Context: an optimization exercise on an open-source flow, tuned for small area, a short achievable clock period and few clock cycles. The choices shown serve that exercise and are no tape-out recipe. In this exercise RTL edits were held to simulation tests only and were not proved equivalent to the original.

==> run a: inputs <==
## fir_single_chan
module fir_single_chan (
  input clk,
  input rst,
  output logic [15:0] data_addr_rd_o,
  output logic [15:0] data_addr_wr_o,
  input  logic [15:0] data_din_i,
  output logic [15:0] data_dout_o,
  output logic        data_we_o,
  output logic        done_intr
);
logic [15:0] x1, x2, x3;
logic [18:0] va, vb;
logic [18:0] v[0:4];
logic [19:0] pa, pb;
logic [18:0] pc;
logic vt_s1, vt_c1;
assign vt_s1 = data_din_i[1] ^ x1[0];
assign vt_c1 = data_din_i[1] & x1[0];
logic vt_s2, vt_c2;
assign vt_s2 = data_din_i[2] ^ x1[1] ^ x2[1];
assign vt_c2 = (data_din_i[2] & x1[1]) | (data_din_i[2] & x2[1]) | (x1[1] & x2[1]);
logic vt_s3, vt_c3;
assign vt_s3 = data_din_i[3] ^ x1[2] ^ x2[2];
assign vt_c3 = (data_din_i[3] & x1[2]) | (data_din_i[3] & x2[2]) | (x1[2] & x2[2]);
logic vt_s4, vt_c4;
assign vt_s4 = data_din_i[4] ^ x1[3] ^ x2[3];
assign vt_c4 = (data_din_i[4] & x1[3]) | (data_din_i[4] & x2[3]) | (x1[3] & x2[3]);
logic vt_s5, vt_c5;
assign vt_s5 = data_din_i[5] ^ x1[4] ^ x2[4];
assign vt_c5 = (data_din_i[5] & x1[4]) | (data_din_i[5] & x2[4]) | (x1[4] & x2[4]);
  ...
export LEC_CHECK = 0
export CAP_MARGIN = 20
export CORE_MARGIN = 2
export CORE_UTILIZATION = 40
export CTS_BUF_LIST = sky130_fd_sc_hd__clkbuf_8
export CTS_CLUSTER_DIAMETER = 80
export CTS_CLUSTER_SIZE = 16
export PLACE_DENSITY = 0.6
export SETUP_SLACK_MARGIN = 3.25
export SLEW_MARGIN = 20
create_clock -name core_clock -period 5.5 [get_ports {clk}]
standard.sh (not shown) runs the stock make flow with config.mk's settings and CLKGATE_MAP_FILE= SYNTH_SCRIPT=/design/flow/synth_recipe.tcl, a recipe that flattens the netlist after the stock synthesis.
==> flow/flow/run.sh <==
#!/bin/bash
# Own layout flow: the standard ORFS flow (standard.sh, standard synthesis), with the
# ports buffered by plain buffers instead of the delay cells buffer_ports picks by default,
# and sizing not held to the cells' footprints. Each tool's output goes to a log here.
set -uo pipefail
bash standard.sh \
  'BUFFER_PORTS_ARGS=-buffer_cell sky130_fd_sc_hd__buf_2' \
  MATCH_CELL_FOOTPRINT=0 \
  finish > flow_make.log 2>&1
status=$?
cp -r orfs/logs flow_logs 2>/dev/null || true
exit $status
==> run b (differences from run a) <==
- PLACE_DENSITY: 0.6 -> 0.7
- SETUP_SLACK_MARGIN: 3.25 -> 3.2
==> run c (differences from run a) <==
==> flow/flow/run.sh (replaced) <==
#!/bin/bash
# Own layout flow: the standard ORFS flow (standard.sh), with
#  - the ports buffered by plain buf_2 buffers instead of the delay cells buffer_ports picks,
#  - sizing not held to the cells' footprints,
#  - the slow four- and five-input AND-OR/OR-AND and wide gates added to the platform's
#    don't-use list (flow/dont_use_slow.txt), so synthesis and repair build the adders from
#    simpler, faster gates. The platform's own list is repeated from flow/dont_use_platform.txt
#    because a command-line setting replaces it.
# Registers are untouched: the synthesis is ORFS's, through the standard flow's synth_recipe.tcl.
# Each tool's output goes to a log here.
set -uo pipefail
here=$(pwd)
dont_use="$(cat "$here/flow/dont_use_platform.txt") $(cat "$here/flow/dont_use_slow.txt")"
bash standard.sh \
  'BUFFER_PORTS_ARGS=-buffer_cell sky130_fd_sc_hd__buf_2' \
  MATCH_CELL_FOOTPRINT=0 \
  "DONT_USE_CELLS=$dont_use" \
  finish > flow_make.log 2>&1
status=$?
cp -r orfs/logs flow_logs 2>/dev/null || true
exit $status
==> flow/flow/dont_use_platform.txt (new file) <==
sky130_fd_sc_hd__probe_p_8 sky130_fd_sc_hd__probec_p_8 sky130_fd_sc_hd__lpflow_bleeder_1 sky130_fd_sc_hd__lpflow_clkbufkapwr_1 sky130_fd_sc_hd__lpflow_clkbufkapwr_16 sky130_fd_sc_hd__lpflow_clkbufkapwr_2 sky130_fd_sc_hd__lpflow_clkbufkapwr_4 sky130_fd_sc_hd__lpflow_clkbufkapwr_8 sky130_fd_sc_hd__lpflow_clkinvkapwr_1 sky130_fd_sc_hd__lpflow_clkinvkapwr_16 sky130_fd_sc_hd__lpflow_clkinvkapwr_2 sky130_fd_sc_hd__lpflow_clkinvkapwr_4 sky130_fd_sc_hd__lpflow_clkinvkapwr_8 sky130_fd_sc_hd__lpflow_decapkapwr_12 sky130_fd_sc_hd__lpflow_decapkapwr_3 sky130_fd_sc_hd__lpflow_decapkapwr_4 sky130_fd_sc_hd__lpflow_decapkapwr_6 sky130_fd_sc_hd__lpflow_decapkapwr_8 sky130_fd_sc_hd__lpflow_inputiso0n_1 sky130_fd_sc_hd__lpflow_inputiso0p_1 sky130_fd_sc_hd__lpflow_inputiso1n_1 sky130_fd_sc_hd__lpflow_inputiso1p_1 sky130_fd_sc_hd__lpflow_inputisolatch_1 sky130_fd_sc_hd__lpflow_isobufsrc_1 sky130_fd_sc_hd__lpflow_isobufsrc_16 sky130_fd_sc_hd__lpflow_isobufsrc_2 sky130_fd_sc_hd__lpflow_isobufsrc_4 sky130_fd_sc_hd__lpflow_isobufsrc_8 sky130_fd_sc_hd__lpflow_isobufsrckapwr_16 sky130_fd_sc_hd__lpflow_lsbuf_lh_hl_isowell_tap_1 sky130_fd_sc_hd__lpflow_lsbuf_lh_hl_isowell_tap_2 sky130_fd_sc_hd__lpflow_lsbuf_lh_hl_isowell_tap_4 sky130_fd_sc_hd__lpflow_lsbuf_lh_isowell_4 sky130_fd_sc_hd__lpflow_lsbuf_lh_isowell_tap_1 sky130_fd_sc_hd__lpflow_lsbuf_lh_isowell_tap_2 sky130_fd_sc_hd__lpflow_lsbuf_lh_isowell_tap_4 sky130_fd_sc_hd__fill_1 sky130_fd_sc_hd__fill_2 sky130_fd_sc_hd__fill_4 sky130_fd_sc_hd__fill_8
==> flow/flow/dont_use_slow.txt (new file) <==
sky130_fd_sc_hd__a2111o_* sky130_fd_sc_hd__a2111oi_* sky130_fd_sc_hd__o2111a_* sky130_fd_sc_hd__o2111ai_* sky130_fd_sc_hd__a311o_* sky130_fd_sc_hd__a311oi_* sky130_fd_sc_hd__o311a_* sky130_fd_sc_hd__o311ai_* sky130_fd_sc_hd__a41o_* sky130_fd_sc_hd__a41oi_* sky130_fd_sc_hd__o41a_* sky130_fd_sc_hd__o41ai_* sky130_fd_sc_hd__a221o_* sky130_fd_sc_hd__a221oi_* sky130_fd_sc_hd__o221a_* sky130_fd_sc_hd__o221ai_* sky130_fd_sc_hd__a222oi_* sky130_fd_sc_hd__a32o_* sky130_fd_sc_hd__a32oi_* sky130_fd_sc_hd__o32a_* sky130_fd_sc_hd__o32ai_* sky130_fd_sc_hd__or4_* sky130_fd_sc_hd__and4_* sky130_fd_sc_hd__nor4_* sky130_fd_sc_hd__nand4_* sky130_fd_sc_hd__or4b_* sky130_fd_sc_hd__and4b_* sky130_fd_sc_hd__or4bb_* sky130_fd_sc_hd__and4bb_* sky130_fd_sc_hd__nor4b_* sky130_fd_sc_hd__nand4b_* sky130_fd_sc_hd__nand4bb_* sky130_fd_sc_hd__nor4bb_*
- SETUP_SLACK_MARGIN: 3.25 -> 3.3
==> run d (differences from run a) <==
- CTS_BUF_LIST: sky130_fd_sc_hd__clkbuf_8 -> sky130_fd_sc_hd__clkbuf_16
- CTS_CLUSTER_DIAMETER: 80 -> 100
- CTS_CLUSTER_SIZE: 16 -> 22
- SETUP_SLACK_MARGIN: 3.25 -> 3.2
==> qor summary <==
Worst-path clk slew: run d 0.09 ns; run c 0.10 ns; run b 0.10 ns; run a 0.10 ns
Proportion of cell area occupied by multi-input gates: run d 0.421; run c 0.424; run b 0.423; run a 0.426
Post-synth net total: run d 1,318; run c 1,372; run b 1,318; run a 1,318
Max Fclk: run d 0.449 GHz; run c 0.450 GHz; run b 0.419 GHz; run a 0.434 GHz
Flip-flop and latch share of the layout cell area: run d 0.436; run c 0.425; run b 0.437; run a 0.439
Required time of the critical path: run d 4.40 ns; run c 5.95 ns; run b 5.93 ns; run a 5.94 ns
Beginning of the worst register-to-register path: run d v[3][7]; run c v[0][0]; run b v[3][0]; run a v[3][0]
Clock insertion delay at the later pin of the skew report: run d 0.51 ns; run c 0.57 ns; run b 0.55 ns; run a 0.55 ns
Final-layout non-clock buffer area share: run d 0.0334; run c 0.0500; run b 0.0396; run a 0.0350
First DRT Iteration DRCs: run d 238; run c 287; run b 311; run a 310
Setup crit start: run d data_addr_rd_o[2]; run c v[0][0]; run b v[3][0]; run a v[3][0]
Area share of xor/xnor cells in the synthesized design: run d 0.0608; run c 0.0562; run b 0.0608; run a 0.0608
Slack of the worst reg-to-reg path: run d 3.27 ns; run c 3.28 ns; run b 3.12 ns; run a 3.19 ns
Fillers: run d 2,957; run c 3,055; run b 2,840; run a 2,984
Hold Slack: run d 0.324 ns; run c 0.325 ns; run b 0.322 ns; run a 0.316 ns
Result of the run: run d complete, no violations; run c complete, no violations; run b complete, no violations; run a complete, no violations
Kind of end point of the critical path: run d output port; run c register; run b register; run a register
Cell area after placement: run d 13,600 um^2; run c 14,000 um^2; run b 13,600 um^2; run a 13,600 um^2
Testbench counts of run a, summed over its fixed seeds: cycles 262,196.
Testbench counts of run b, summed over its fixed seeds: cycles 262,196.
Testbench counts of run c, summed over its fixed seeds: cycles 262,196.
Testbench counts of run d, summed over its fixed seeds: cycles 262,196.

* * *

==> willow: inputs <==
Starting RTL as in the previous note.
clock: 5.5 ns
lec_check: 0
cap_margin: 20
core_margin: 2
core_utilization: 40
cts_buf_list: sky130_fd_sc_hd__clkbuf_8
cts_cluster_diameter: 80
cts_cluster_size: 16
place_density: 0.6
setup_slack_margin: 3.2
slew_margin: 20
==> flow/flow/run.sh <==
#!/bin/bash
# Own layout flow: the standard ORFS flow (standard.sh, standard synthesis), with the
# ports buffered by plain buffers instead of the delay cells buffer_ports picks by default,
# and sizing not held to the cells' footprints. Each tool's output goes to a log here.
set -uo pipefail
bash standard.sh \
  'BUFFER_PORTS_ARGS=-buffer_cell sky130_fd_sc_hd__buf_2' \
  MATCH_CELL_FOOTPRINT=0 \
  finish > flow_make.log 2>&1
status=$?
cp -r orfs/logs flow_logs 2>/dev/null || true
exit $status
==> maple (differences from willow) <==
==> flow/flow/run.sh (replaced) <==
#!/bin/bash
# Own layout flow: the standard ORFS flow (standard.sh), with
#  - the ports buffered by plain buf_2 buffers instead of the delay cells buffer_ports picks,
#  - sizing not held to the cells' footprints,
#  - the slow four- and five-input AND-OR/OR-AND and wide gates added to the platform's
#    don't-use list (flow/dont_use_slow.txt), so synthesis and repair build the adders from
#    simpler, faster gates. The platform's own list is repeated from flow/dont_use_platform.txt
#    because a command-line setting replaces it.
# Registers are untouched: the synthesis is ORFS's, through the standard flow's synth_recipe.tcl.
# Each tool's output goes to a log here.
set -uo pipefail
here=$(pwd)
dont_use="$(cat "$here/flow/dont_use_platform.txt") $(cat "$here/flow/dont_use_slow.txt")"
bash standard.sh \
  'BUFFER_PORTS_ARGS=-buffer_cell sky130_fd_sc_hd__buf_2' \
  MATCH_CELL_FOOTPRINT=0 \
  "DONT_USE_CELLS=$dont_use" \
  finish > flow_make.log 2>&1
status=$?
cp -r orfs/logs flow_logs 2>/dev/null || true
exit $status
==> flow/flow/dont_use_platform.txt (new file) <==
sky130_fd_sc_hd__probe_p_8 sky130_fd_sc_hd__probec_p_8 sky130_fd_sc_hd__lpflow_bleeder_1 sky130_fd_sc_hd__lpflow_clkbufkapwr_1 sky130_fd_sc_hd__lpflow_clkbufkapwr_16 sky130_fd_sc_hd__lpflow_clkbufkapwr_2 sky130_fd_sc_hd__lpflow_clkbufkapwr_4 sky130_fd_sc_hd__lpflow_clkbufkapwr_8 sky130_fd_sc_hd__lpflow_clkinvkapwr_1 sky130_fd_sc_hd__lpflow_clkinvkapwr_16 sky130_fd_sc_hd__lpflow_clkinvkapwr_2 sky130_fd_sc_hd__lpflow_clkinvkapwr_4 sky130_fd_sc_hd__lpflow_clkinvkapwr_8 sky130_fd_sc_hd__lpflow_decapkapwr_12 sky130_fd_sc_hd__lpflow_decapkapwr_3 sky130_fd_sc_hd__lpflow_decapkapwr_4 sky130_fd_sc_hd__lpflow_decapkapwr_6 sky130_fd_sc_hd__lpflow_decapkapwr_8 sky130_fd_sc_hd__lpflow_inputiso0n_1 sky130_fd_sc_hd__lpflow_inputiso0p_1 sky130_fd_sc_hd__lpflow_inputiso1n_1 sky130_fd_sc_hd__lpflow_inputiso1p_1 sky130_fd_sc_hd__lpflow_inputisolatch_1 sky130_fd_sc_hd__lpflow_isobufsrc_1 sky130_fd_sc_hd__lpflow_isobufsrc_16 sky130_fd_sc_hd__lpflow_isobufsrc_2 sky130_fd_sc_hd__lpflow_isobufsrc_4 sky130_fd_sc_hd__lpflow_isobufsrc_8 sky130_fd_sc_hd__lpflow_isobufsrckapwr_16 sky130_fd_sc_hd__lpflow_lsbuf_lh_hl_isowell_tap_1 sky130_fd_sc_hd__lpflow_lsbuf_lh_hl_isowell_tap_2 sky130_fd_sc_hd__lpflow_lsbuf_lh_hl_isowell_tap_4 sky130_fd_sc_hd__lpflow_lsbuf_lh_isowell_4 sky130_fd_sc_hd__lpflow_lsbuf_lh_isowell_tap_1 sky130_fd_sc_hd__lpflow_lsbuf_lh_isowell_tap_2 sky130_fd_sc_hd__lpflow_lsbuf_lh_isowell_tap_4 sky130_fd_sc_hd__fill_1 sky130_fd_sc_hd__fill_2 sky130_fd_sc_hd__fill_4 sky130_fd_sc_hd__fill_8
==> flow/flow/dont_use_slow.txt (new file) <==
sky130_fd_sc_hd__a2111o_* sky130_fd_sc_hd__a2111oi_* sky130_fd_sc_hd__o2111a_* sky130_fd_sc_hd__o2111ai_* sky130_fd_sc_hd__a311o_* sky130_fd_sc_hd__a311oi_* sky130_fd_sc_hd__o311a_* sky130_fd_sc_hd__o311ai_* sky130_fd_sc_hd__a41o_* sky130_fd_sc_hd__a41oi_* sky130_fd_sc_hd__o41a_* sky130_fd_sc_hd__o41ai_* sky130_fd_sc_hd__a221o_* sky130_fd_sc_hd__a221oi_* sky130_fd_sc_hd__o221a_* sky130_fd_sc_hd__o221ai_* sky130_fd_sc_hd__a222oi_* sky130_fd_sc_hd__a32o_* sky130_fd_sc_hd__a32oi_* sky130_fd_sc_hd__o32a_* sky130_fd_sc_hd__o32ai_* sky130_fd_sc_hd__or4_* sky130_fd_sc_hd__and4_* sky130_fd_sc_hd__nor4_* sky130_fd_sc_hd__nand4_* sky130_fd_sc_hd__or4b_* sky130_fd_sc_hd__and4b_* sky130_fd_sc_hd__or4bb_* sky130_fd_sc_hd__and4bb_* sky130_fd_sc_hd__nor4b_* sky130_fd_sc_hd__nand4b_* sky130_fd_sc_hd__nand4bb_* sky130_fd_sc_hd__nor4bb_*
==> sierra (differences from willow) <==
- SETUP_SLACK_MARGIN: 3.2 -> 3.3
==> pepper (differences from willow) <==
==> flow/flow/run.sh (replaced) <==
#!/bin/bash
# Own layout flow: the standard ORFS flow (standard.sh), with
#  - the ports buffered by plain buf_2 buffers instead of the delay cells buffer_ports picks,
#  - sizing not held to the cells' footprints,
#  - the slow four- and five-input AND-OR/OR-AND and wide gates added to the platform's
#    don't-use list (flow/dont_use_slow.txt), so synthesis and repair build the adders from
#    simpler, faster gates. The platform's own list is repeated from flow/dont_use_platform.txt
#    because a command-line setting replaces it.
# Registers are untouched: the synthesis is ORFS's, through the standard flow's synth_recipe.tcl.
# Each tool's output goes to a log here.
set -uo pipefail
here=$(pwd)
dont_use="$(cat "$here/flow/dont_use_platform.txt") $(cat "$here/flow/dont_use_slow.txt")"
bash standard.sh \
  'BUFFER_PORTS_ARGS=-buffer_cell sky130_fd_sc_hd__buf_2' \
  MATCH_CELL_FOOTPRINT=0 \
  "DONT_USE_CELLS=$dont_use" \
  finish > flow_make.log 2>&1
status=$?
cp -r orfs/logs flow_logs 2>/dev/null || true
exit $status
==> flow/flow/dont_use_platform.txt (new file) <==
sky130_fd_sc_hd__probe_p_8 sky130_fd_sc_hd__probec_p_8 sky130_fd_sc_hd__lpflow_bleeder_1 sky130_fd_sc_hd__lpflow_clkbufkapwr_1 sky130_fd_sc_hd__lpflow_clkbufkapwr_16 sky130_fd_sc_hd__lpflow_clkbufkapwr_2 sky130_fd_sc_hd__lpflow_clkbufkapwr_4 sky130_fd_sc_hd__lpflow_clkbufkapwr_8 sky130_fd_sc_hd__lpflow_clkinvkapwr_1 sky130_fd_sc_hd__lpflow_clkinvkapwr_16 sky130_fd_sc_hd__lpflow_clkinvkapwr_2 sky130_fd_sc_hd__lpflow_clkinvkapwr_4 sky130_fd_sc_hd__lpflow_clkinvkapwr_8 sky130_fd_sc_hd__lpflow_decapkapwr_12 sky130_fd_sc_hd__lpflow_decapkapwr_3 sky130_fd_sc_hd__lpflow_decapkapwr_4 sky130_fd_sc_hd__lpflow_decapkapwr_6 sky130_fd_sc_hd__lpflow_decapkapwr_8 sky130_fd_sc_hd__lpflow_inputiso0n_1 sky130_fd_sc_hd__lpflow_inputiso0p_1 sky130_fd_sc_hd__lpflow_inputiso1n_1 sky130_fd_sc_hd__lpflow_inputiso1p_1 sky130_fd_sc_hd__lpflow_inputisolatch_1 sky130_fd_sc_hd__lpflow_isobufsrc_1 sky130_fd_sc_hd__lpflow_isobufsrc_16 sky130_fd_sc_hd__lpflow_isobufsrc_2 sky130_fd_sc_hd__lpflow_isobufsrc_4 sky130_fd_sc_hd__lpflow_isobufsrc_8 sky130_fd_sc_hd__lpflow_isobufsrckapwr_16 sky130_fd_sc_hd__lpflow_lsbuf_lh_hl_isowell_tap_1 sky130_fd_sc_hd__lpflow_lsbuf_lh_hl_isowell_tap_2 sky130_fd_sc_hd__lpflow_lsbuf_lh_hl_isowell_tap_4 sky130_fd_sc_hd__lpflow_lsbuf_lh_isowell_4 sky130_fd_sc_hd__lpflow_lsbuf_lh_isowell_tap_1 sky130_fd_sc_hd__lpflow_lsbuf_lh_isowell_tap_2 sky130_fd_sc_hd__lpflow_lsbuf_lh_isowell_tap_4 sky130_fd_sc_hd__fill_1 sky130_fd_sc_hd__fill_2 sky130_fd_sc_hd__fill_4 sky130_fd_sc_hd__fill_8
==> flow/flow/dont_use_slow.txt (new file) <==
sky130_fd_sc_hd__a2111o_* sky130_fd_sc_hd__a2111oi_* sky130_fd_sc_hd__o2111a_* sky130_fd_sc_hd__o2111ai_* sky130_fd_sc_hd__a311o_* sky130_fd_sc_hd__a311oi_* sky130_fd_sc_hd__o311a_* sky130_fd_sc_hd__o311ai_* sky130_fd_sc_hd__a41o_* sky130_fd_sc_hd__a41oi_* sky130_fd_sc_hd__o41a_* sky130_fd_sc_hd__o41ai_* sky130_fd_sc_hd__a221o_* sky130_fd_sc_hd__a221oi_* sky130_fd_sc_hd__o221a_* sky130_fd_sc_hd__o221ai_* sky130_fd_sc_hd__a222oi_* sky130_fd_sc_hd__a32o_* sky130_fd_sc_hd__a32oi_* sky130_fd_sc_hd__o32a_* sky130_fd_sc_hd__o32ai_* sky130_fd_sc_hd__or4_* sky130_fd_sc_hd__and4_* sky130_fd_sc_hd__nor4_* sky130_fd_sc_hd__nand4_* sky130_fd_sc_hd__or4b_* sky130_fd_sc_hd__and4b_* sky130_fd_sc_hd__or4bb_* sky130_fd_sc_hd__and4bb_* sky130_fd_sc_hd__nor4b_* sky130_fd_sc_hd__nand4b_* sky130_fd_sc_hd__nand4bb_* sky130_fd_sc_hd__nor4bb_*
- SETUP_SLACK_MARGIN: 3.2 -> 3.5
==> notes <==
- maple finished clean. willow ran to the end with no violations. sierra finished with timing, DRC and antenna clean. pepper produced a clean layout.
- Critical path depth, highest first: pepper, sierra, maple, willow.
- Clock skew: willow > pepper > maple > sierra.
- In willow the synthesized cell count is smaller than in maple, by about 4.7%.
- Register-to-register slack is about the same in pepper and willow.
- The lowest global-route usage belongs to willow, the highest to pepper.
- The highest cell count belongs to pepper, the lowest to willow.
Testbench counts of willow, summed over its fixed seeds: cycles 262,196.
Testbench counts of maple, summed over its fixed seeds: cycles 262,196.
Testbench counts of sierra, summed over its fixed seeds: cycles 262,196.
Testbench counts of pepper, summed over its fixed seeds: cycles 262,196.

static timing again, ports no longer ideal:
The results above use ideal ports. As a check the final layouts listed here were re-extracted and re-timed, cells and wires unchanged. Step 1, drivers: a clkbuf_16 drives clk and a buf_2 each remaining input, both assumed. Step 2 times the ports against the registers' clock, not the clock port: input delays grow and output delays shrink by t, the midpoint of the rising clock arrivals with the driver on. a / b / c = ideal ports / drivers / drivers and shift; a / b = the first two.
run	t, ns	setup WS [ns]	pins driven straight from the clock port
run a	0.585	3.194 / 3.194 / 3.125	1
run b	0.588	3.115 / 3.115 / 3.115	1
run c	0.600	3.278 / 3.278 / 3.115	1
run d	0.558	3.272 / 3.220 / 3.137	1
willow	0.597	3.283 / 3.238 / 3.144	1
maple	0.597	3.275 / 3.236 / 3.125	1
sierra	0.592	3.292 / 3.292 / 3.085	1
pepper	0.598	3.276 / 3.276 / 3.136	1
After both steps every run listed still meets setup and hold. The setup slack of sierra, which loses most, moves by 0.000 ns with the drivers and by -0.207 ns with both steps.
